Context: an optimization exercise on an open-source flow, tuned for small area. The choices shown serve that exercise and are no tape-out recipe.
Only simulation tests tie the RTL to the original design; equivalence was not proved.
The clock cells of this run come from the design's own scripts or RTL, not from TritonCTS.
The clock port is modelled as an ideal driver, which makes a skipped or thinned clock tree look cheaper than it is; a real chip needs a root buffer or a tree.
Power figures rest on the tool's default switching activity, not on a simulated workload.

File: flow/constraint.sdc
create_clock -name core_clock -period 10.0 [get_ports {iCLK}]
set_input_delay 2.0000 -clock core_clock [delete_from_list [all_inputs] [get_ports {iCLK}]]
set_output_delay 2.0000 -clock core_clock [all_outputs]
set_load 0.01 [all_outputs]
File: flow/standard.sh
#!/bin/bash
# synth_recipe.tcl (not shown) runs the flow's synth.tcl, then flattens the netlist and writes it again
# the make line also repeats each setting of config.mk as NAME=value (left out here)
make -C /OpenROAD-flow-scripts/flow DESIGN_CONFIG=/design/flow/config.mk WORK_HOME=/design/flow/orfs CLKGATE_MAP_FILE= SYNTH_SCRIPT=/design/flow/synth_recipe.tcl "${@:-finish}"
File: flow/design.v
module Wlaz_kot(
  input iCLK,
  input iRST,
  output oSOUND
);
  reg [14:0] rT;
  wire dtick = (rT == 15'b010110101101000);
  wire fb = ~(rT[13] ^ rT[14]);
  always @(posedge iCLK)
    if (iRST) rT <= 15'b100001010010100;
    else if (dtick) rT <= 15'd0;
    else rT <= {~rT[13:0], fb};
  reg [1:0] ph;
  reg [3:0] g;
  reg [1:0] r;
  wire pend = g[3] & r[0] & ((ph == 2'd1) ? (g[0] & ~r[1]) : r[1]);
  always @(posedge iCLK)
    if (iRST) begin
      ph <= 0; g <= 0; r <= 2'd1;
    end else if (dtick) begin
      if (pend) begin
        ph <= ph + 2'd1; g <= 0; r <= 0;
      end else
        {g, r} <= {g, r} + 6'd1;
    end
  wire g_lt7 = ~g[3] & ~(g[2] & g[1] & g[0]);
  wire r3 = r[1] & r[0];
  wire r0 = ~r[1] & ~r[0];
  wire r2 = r[1] & ~r[0];
  wire en = ph[1] ? (g_lt7 ? r0 : ~r3)
                  : (g_lt7 ? ~r3 : (g[3] & g[0] ? r0 : r2));
  wire sA = ph[1] ? (g == 4'd8 & ~ph[0]) : (g == 4'd0);
  wire sB = ph[1] ? (g == 4'd7) : (g == 4'd1 | g == 4'd2);
  wire sC = ~ph[1] & (g == 4'd3);
  wire sD = ~ph[1] & (g == 4'd4 | g == 4'd5);
  wire sE = ph[1] ? (g == 4'd8 & ph[0]) : (g == 4'd6);
  wire sZ = ~(sA | sB | sC | sD | sE);
  reg [13:0] rC;
  reg rS;
  wire mA = rC[13:3] == 11'b00000011111;
  wire mB = ~rC[13] & ~rC[12] & rC[8] & rC[5] & rC[2] & rC[1] & rC[0];
  wire mC = rC == 14'd279;
  wire mD = rC[8] & rC[6] & rC[3] & rC[2];
  wire mE = rC[8] & rC[6] & rC[5] & rC[4] & rC[2];
  wire match = sA & mA | sB & mB | sC & mC | sD & mD | sE & mE | sZ & (&rC);
  always @(posedge iCLK)
    if (iRST) begin
      rC <= 0; rS <= 0;
    end else if (en) begin
      rC <= match ? 14'd0 : rC + 14'd1;
      rS <= rS ^ match;
    end else
      rS <= 0;
  assign oSOUND = rS;
endmodule
File: flow/flow/run.sh
#!/bin/bash
# Own flow: the standard layout (standard.sh's make command), with
#  - synthesis run NSYN times in parallel, each with Yosys's ABC step given an area-oriented
#    script (rounds of &deepsyn with a different seed, then amap) in place of ORFS's; the
#    synthesis with the smallest cell area is kept and the layout continues from it,
#  - no separate half/full-adder mapping (ABC maps the adders with the rest of the logic),
#  - after clock tree synthesis, the tree replaced by ONEBUF_N clock buffers fed straight from
#    the clock port, each driving one cluster of flip-flops (flow/onebuf.tcl),
#  - port buffers of the smallest buffer cell.
# Each synthesis logs to syn_K.log (and syn_K/logs), the layout to flow.log (and orfs/logs).
set -euo pipefail
W=$(pwd)
export ONEBUF_CELL=sky130_fd_sc_hd__clkbuf_8
export ONEBUF_N=3
NSYN=4
EXTRA="ADDER_MAP_FILE= 'CTS_ARGS=-sink_clustering_enable -repair_clock_nets -dont_use_dummy_load' POST_CTS_TCL=$W/flow/onebuf.tcl 'BUFFER_PORTS_ARGS=-buffer_cell sky130_fd_sc_hd__buf_1'"
for k in $(seq 1 $NSYN); do
  {
    for r in 0 1 2 3 4; do printf 'strash\n&get -n\n&deepsyn -T 20 -S %d\n&put\namap\n' $((k + 10 * r)); done
    echo topo
  } > area_$k.abc
  {
    head -n 1 synth_recipe.tcl
    echo "proc abc {args} { set i [lsearch -exact \$args -script]; if {\$i >= 0} { set args [lreplace \$args \$i [expr {\$i+1}] -script $W/area_$k.abc] }; yosys abc {*}\$args }"
    tail -n +2 synth_recipe.tcl
  } > my_synth_$k.tcl
  sed -e "s|SYNTH_SCRIPT=[^ ]*|SYNTH_SCRIPT=$W/my_synth_$k.tcl $EXTRA|" -e "s|WORK_HOME=[^ ]*|WORK_HOME=$W/syn_$k|" standard.sh > syn_$k.sh
  bash syn_$k.sh synth > syn_$k.log 2>&1 &
done
wait
best=0; bestarea=0
for k in $(seq 1 $NSYN); do
  f=syn_$k/reports/$FLOW_PLATFORM/Wlaz_kot/base/synth_stat.txt
  [[ -f $f ]] || continue
  a=$(grep -m1 "Chip area" $f | awk '{print $NF}')
  echo "synthesis $k: $a" >> synth_pick.log
  if [[ $best == 0 ]] || awk -v a="$a" -v b="$bestarea" 'BEGIN { exit !(a < b) }'; then best=$k; bestarea=$a; fi
done
echo "kept synthesis $best ($bestarea)" >> synth_pick.log
mkdir -p orfs
cp -a syn_$best/. orfs/
sed -e "s|SYNTH_SCRIPT=[^ ]*|SYNTH_SCRIPT=$W/my_synth_$best.tcl $EXTRA|" standard.sh > my_standard.sh
bash my_standard.sh > flow.log 2>&1
File: flow/flow/onebuf.tcl
# Replace the clock tree that CTS built with a single clock buffer driving every flip-flop.
# The clock port then drives only that buffer's input.
set cell $::env(ONEBUF_CELL)
set block [ord::get_db_block]
set db [ord::get_db]
set port [$block findBTerm iCLK]
set rootnet [$port getNet]
# the clock network: nets reached from the port through buffers
set bufs {}
set sinks {}
set todo [list $rootnet]
set nets {}
while {[llength $todo] > 0} {
  set n [lindex $todo 0]
  set todo [lrange $todo 1 end]
  lappend nets $n
  foreach it [$n getITerms] {
    if {![$it isInputSignal]} { continue }
    set inst [$it getInst]
    set m [[$inst getMaster] getName]
    if {[string match "*clkbuf*" $m] || [string match "*clkinv*" $m] || [string match "*_buf_*" $m]} {
      lappend bufs $inst
      foreach o [$inst getITerms] {
        if {[$o isOutputSignal] && [$o getNet] ne "NULL"} { lappend todo [$o getNet] }
      }
    } else {
      lappend sinks $it
    }
  }
}
puts "onebuf: [llength $bufs] clock buffers, [llength $sinks] sinks"
foreach it $sinks { $it disconnect }
foreach inst $bufs {
  foreach it [$inst getITerms] { if {[$it getNet] ne "NULL" && [$it getNet] ne $rootnet} { set nn [$it getNet]; $it disconnect; if {[llength [$nn getITerms]] == 0} { odb::dbNet_destroy $nn } } }
  odb::dbInst_destroy $inst
}
set master [$db findMaster $cell]
$rootnet setSigType CLOCK
# k-means on the sinks' positions, one buffer per cluster
set nclu $::env(ONEBUF_N)
set pts {}
foreach it $sinks { set bb [[$it getInst] getBBox]; lappend pts [list [expr {([$bb xMin] + [$bb xMax]) / 2.0}] [expr {([$bb yMin] + [$bb yMax]) / 2.0}]] }
set sorted [lsort -real -index 0 $pts]
set cent {}
for {set k 0} {$k < $nclu} {incr k} { lappend cent [lindex $sorted [expr {int(($k + 0.5) * [llength $sorted] / $nclu)}]] }
for {set iter 0} {$iter < 50} {incr iter} {
  set asg {}
  foreach p $pts {
    set best 0; set bd 1e30
    for {set k 0} {$k < $nclu} {incr k} {
      set c [lindex $cent $k]
      set d [expr {abs([lindex $p 0] - [lindex $c 0]) + abs([lindex $p 1] - [lindex $c 1])}]
      if {$d < $bd} { set bd $d; set best $k }
    }
    lappend asg $best
  }
  set nc {}
  for {set k 0} {$k < $nclu} {incr k} {
    set sx 0; set sy 0; set n 0
    foreach p $pts a $asg { if {$a == $k} { set sx [expr {$sx + [lindex $p 0]}]; set sy [expr {$sy + [lindex $p 1]}]; incr n } }
    if {$n > 0} { lappend nc [list [expr {$sx / $n}] [expr {$sy / $n}]] } else { lappend nc [lindex $cent $k] }
  }
  set cent $nc
}
for {set k 0} {$k < $nclu} {incr k} {
  set b [odb::dbInst_create $block $master clkbuf_leaf_$k]
  set cn [odb::dbNet_create $block clknet_leaf_$k]
  $cn setSigType CLOCK
  [$b findITerm A] connect $rootnet
  [$b findITerm X] connect $cn
  set n 0
  foreach it $sinks a $asg { if {$a == $k} { $it connect $cn; incr n } }
  set c [lindex $cent $k]
  $b setLocation [expr {int([lindex $c 0])}] [expr {int([lindex $c 1])}]
  $b setPlacementStatus PLACED
  puts "onebuf: leaf $k drives $n sinks"
}
detailed_placement
check_placement
estimate_parasitics -placement
File: flow/config.mk
export PLATFORM = sky130hd
export DESIGN_NAME = Wlaz_kot
export DESIGN_NICKNAME = Wlaz_kot
export VERILOG_FILES = /design/flow/design.v
export SDC_FILE = /design/flow/constraint.sdc
export NUM_CORES = 4
export LEC_CHECK = 0
export CAP_MARGIN = 20
export CORE_AREA = 2.3 2.72 57.5 59.84
export DIE_AREA = 0 0 59.8 62.56
export PLACE_DENSITY = 0.8
export SLEW_MARGIN = 20
==> notes.md <==
## how the worst max path moves through the flow
stage / from / endpoint / slack (ns) / cells past startpoint
global route: g[0] / rC[12] / 5.55 / 23
detailed placement: g[0] / rC[12] / 6.14 / 23
floorplan: g[1] / rC[12] / 6.68 / 23
finish: g[0] / rC[12] / 6.06 / 23
global placement: g[0] / rC[12] / 6.37 / 23
## metal layers
layer / GRT usage, % / vias up / part of all wire [%]
met5: 0 / - / 0
li1: - / 631 / -
met4: 4.722 / 0 / 1.2
met1: 19.12 / 554 / 49
met2: 24.18 / 17 / 47
met3: 3.106 / 5 / 2.6
## power by group through the flow
stage	Clock (mW)	Combinational (mW)	Sequential [mW]
floorplan	0	0.00523	0.160
global route	0.0722	0.00813	0.158
finish	0.0633	0.00715	0.157
detailed placement	0	0.00712	0.160
global placement	0	0.00679	0.160
## Yosys cell counts, drive strengths merged
cell and count:
nand4b 3, a2111oi 1, o21ai 6, dfxtp 38, o221a 3, a31oi 4
o211a 4, o31ai 2, and3 1, nor3 5, or2 1, nand4bb 1
o211ai 1, a21oi 3, a21boi 1, nand2 13, nor4 2, o21a 1
or4 1, a211oi 10, nand3 8, o32ai 2, nor2 35, a41oi 1
a22oi 1, clkinv 28
## area by class of cell
cell class | count | share of cell area [%]
Sequential cell | 38 | 48.41
Multi-Input combinational cell | 110 | 39.09
Timing Repair Buffer | 2 | 0.4777
Tap cell | 34 | 2.707
Inverter | 28 | 6.688
Buffer | 3 | 2.627
## cell families after synthesis
group                  synth area share, %
AOI/OAI and AO/OA                    20.20
DFF                                  51.39
buffers and inverters                7.101
and+or+nand+nor                      21.30
## registers in the layout, summed over array words and instances, names as in the netlist
signal	cells
ph	2
rC	14
r	2
rS	1
g	4
rT	15
## cells in the final DEF (no fill, tap or decap), drive strengths merged, types with 2 or more instances in the layout
cell type,instances
a211oi,10
a21oi,3
a31oi,4
buf,2
clkbuf,3
clkinv,28
dfxtp,38
nand2,13
nand3,8
nand4b,3
nor2,35
nor3,5
nor4,2
o211a,4
o21ai,6
o221a,3
o31ai,2
o32ai,2
## critical path, delay by kind of cell, from the launching register on
kind	cells	cell delay [ns]
AND/OR/NAND/NOR	14	2.12
flip-flops	1	0.43
AO/OA/AOI/OAI	4	0.74
buffers and inverters	5	0.55
==> results.json <==
{
  "io_pins": 3,
  "synth.yosys.warnings": 1,
  "drive_gt1_share_pct": 1.657,
  "layout.area.seq_um2": 760.7,
  "place_hpwl_mm": 1.941,
  "clkPwrFrac_pct": 27.8,
  "slowest_delay_ns": 0.43,
  "p_int_mw": 0.1849,
  "pwr-share-seq_pct": 69.0,
  "insertedDiodeCount": 0,
  "layout.nets": 185,
  "grt_pass1_vias": 1078,
  "drc": 0,
  "cp.arrival_ns": 3.98,
  "ys_seq_area_share_pct": 51.39,
  "slew_headroom_pct": 60.92,
  "switching_share_pct": 18.72,
  "die_y_um": 62.56,
  "final_util_pct": 49.84,
  "worstReg2RegStart": "g[0]",
  "whs_endpoint": "rT[7]",
  "multi_input_area_um2": 614.3,
  "post-place-ws_ns": 6.144,
  "critical_path.cell_chain": "nand3_1 -> a22oi_1 -> nor2_1 -> nor2_1 -> o21ai_0 -> a31oi_1 -> clkinv_1 -> nor2_1 -> clkinv_1 -> nor2_1 -> nand2_1 -> nor2_1 -> nand2_1 -> nor2_1 -> clkinv_1 -> nor2_1 -> clkinv_1 -> nor2_1 -> clkinv_1 -> nor2_1 -> and3_1 -> nand2_1 -> a211oi_1",
  "final_cell_area_mm2": 0.001572,
  "hold_ws_ns": 0.3929,
  "fin_crit_sh_pct": 39.44,
  "grtUsageTotal_pct": 14.82,
  "reg2reg_depth": 23,
  "setup_viol": 0,
  "switchingPower_mw": 0.04258,
  "antenna_found_initial": 0,
  "wl_mm": 2.574,
  "drt_iter0_drc": 73,
  "netlist_instances": 176,
  "drv_slew": 0,
  "power_mw": 0.2274,
  "wire_per_inst_um": 11.97,
  "hold_path_class": "reg -> reg",
  "firstDrtPassIters": 6,
  "yosysUniqueCellTypes": 26,
  "vias": 1207,
  "crit_fanout": 6,
  "yosys_register_bits": 38,
  "place.gp.congestion": 0.8380,
  "power_frac_comb_pct": 3.1,
  "dpl-instance-area_mm2": 0.001530,
  "path_class": "reg -> reg",
  "synthTopCellsByArea": "dfxtp_1 51%, nor2_1 8.9%, clkinv_1 7.1%",
  "path_clk_slew_ns": 0.10,
  "tns_ns": 0,
  "fillCellCount": 305,
  "antenna_left": 0,
  "syn_to_final_growth_pct": 6.171,
  "hp-start": "rT[6]",
  "cp-end-kind": "register",
  "overflow": 0,
  "status": "complete, no violations",
  "crit_path_start_kind": "register",
  "cts_num_sinks": 38,
  "port_buffers": 2,
  "syn_area_per_cell_um2": 8.410,
  "die_w_um": 59.80,
  "power.density_mw_per_mm2": 144.7,
  "insertion_delay_ns": 0.15,
  "p_leak_nw": 0.5565,
  "initial_core_util_pct": 46.94,
  "synth_nets": 178,
  "clock.fmax_ghz": 0.2536,
  "fin_cells": 215,
  "fin_crit_ns": 3.944,
  "drt-vias-per-instance": 5.614,
  "dp.cells": 212,
  "rows": 21,
  "skew_ns": 0.02815,
  "synth_area_mm2": 0.001480,
  "r2r_setup_slack_ns": 6.06,
  "tightest_slew_ns": 0.5809,
  "cp.required_ns": 10.04,
  "cap_viol_max_count": 0,
  "hold_viol_final": 0,
  "critPathSlowestCell": "dfxtp_1",
  "core_mm2": 0.003153,
  "min_path_cells": 1,
  "dieArea_mm2": 0.003741,
  "grt_first_pass_wirelength_mm": 4.464,
  "grt_max_degree": 19,
  "synth_top_area_share_pct": 51.39,
  "cpMostUsedCell": "nor2_1",
  "r2r-end": "rC[12]",
  "ir_drop_uv": 49.41,
  "fin_ws_ns": 6.056,
  "synth_top_area_cell": "dfxtp_1",
  "rsz0062_at_grt": "no"
}

separate check: timing with driven ports:
In the flow no input, the clock included, has a driving cell. The finished layout below was timed again as built, in two steps.
Step 1 sets driving cells, clkbuf_16 on the clock port and buf_2 on the other inputs (assumed; they add their load-dependent delay and slew).
Step 2 adds t to the input delays and takes it off the output delays; t is the mean of the earliest and latest rising clock arrival at the registers after step 1. Input paths then give back, and output paths get back, about the clock's delay inside the block.
Slacks: ideal ports / drivers / drivers and shift; pairs: ideal ports / drivers.
t (ns): 0.183
slack for setup (ns): 6.056 / 6.056 / 6.056
hold slack, ns: 0.393 / 0.393 / 0.393
latest minus earliest clock arrival (ns): 0.029 / 0.029
slew at the worst register clock pin (ns): 0.10 / 0.10
After both steps setup and hold are still met in this run. For this run, drivers alone change the setup slack by 0.000 ns; drivers and shift together by 0.000 ns.
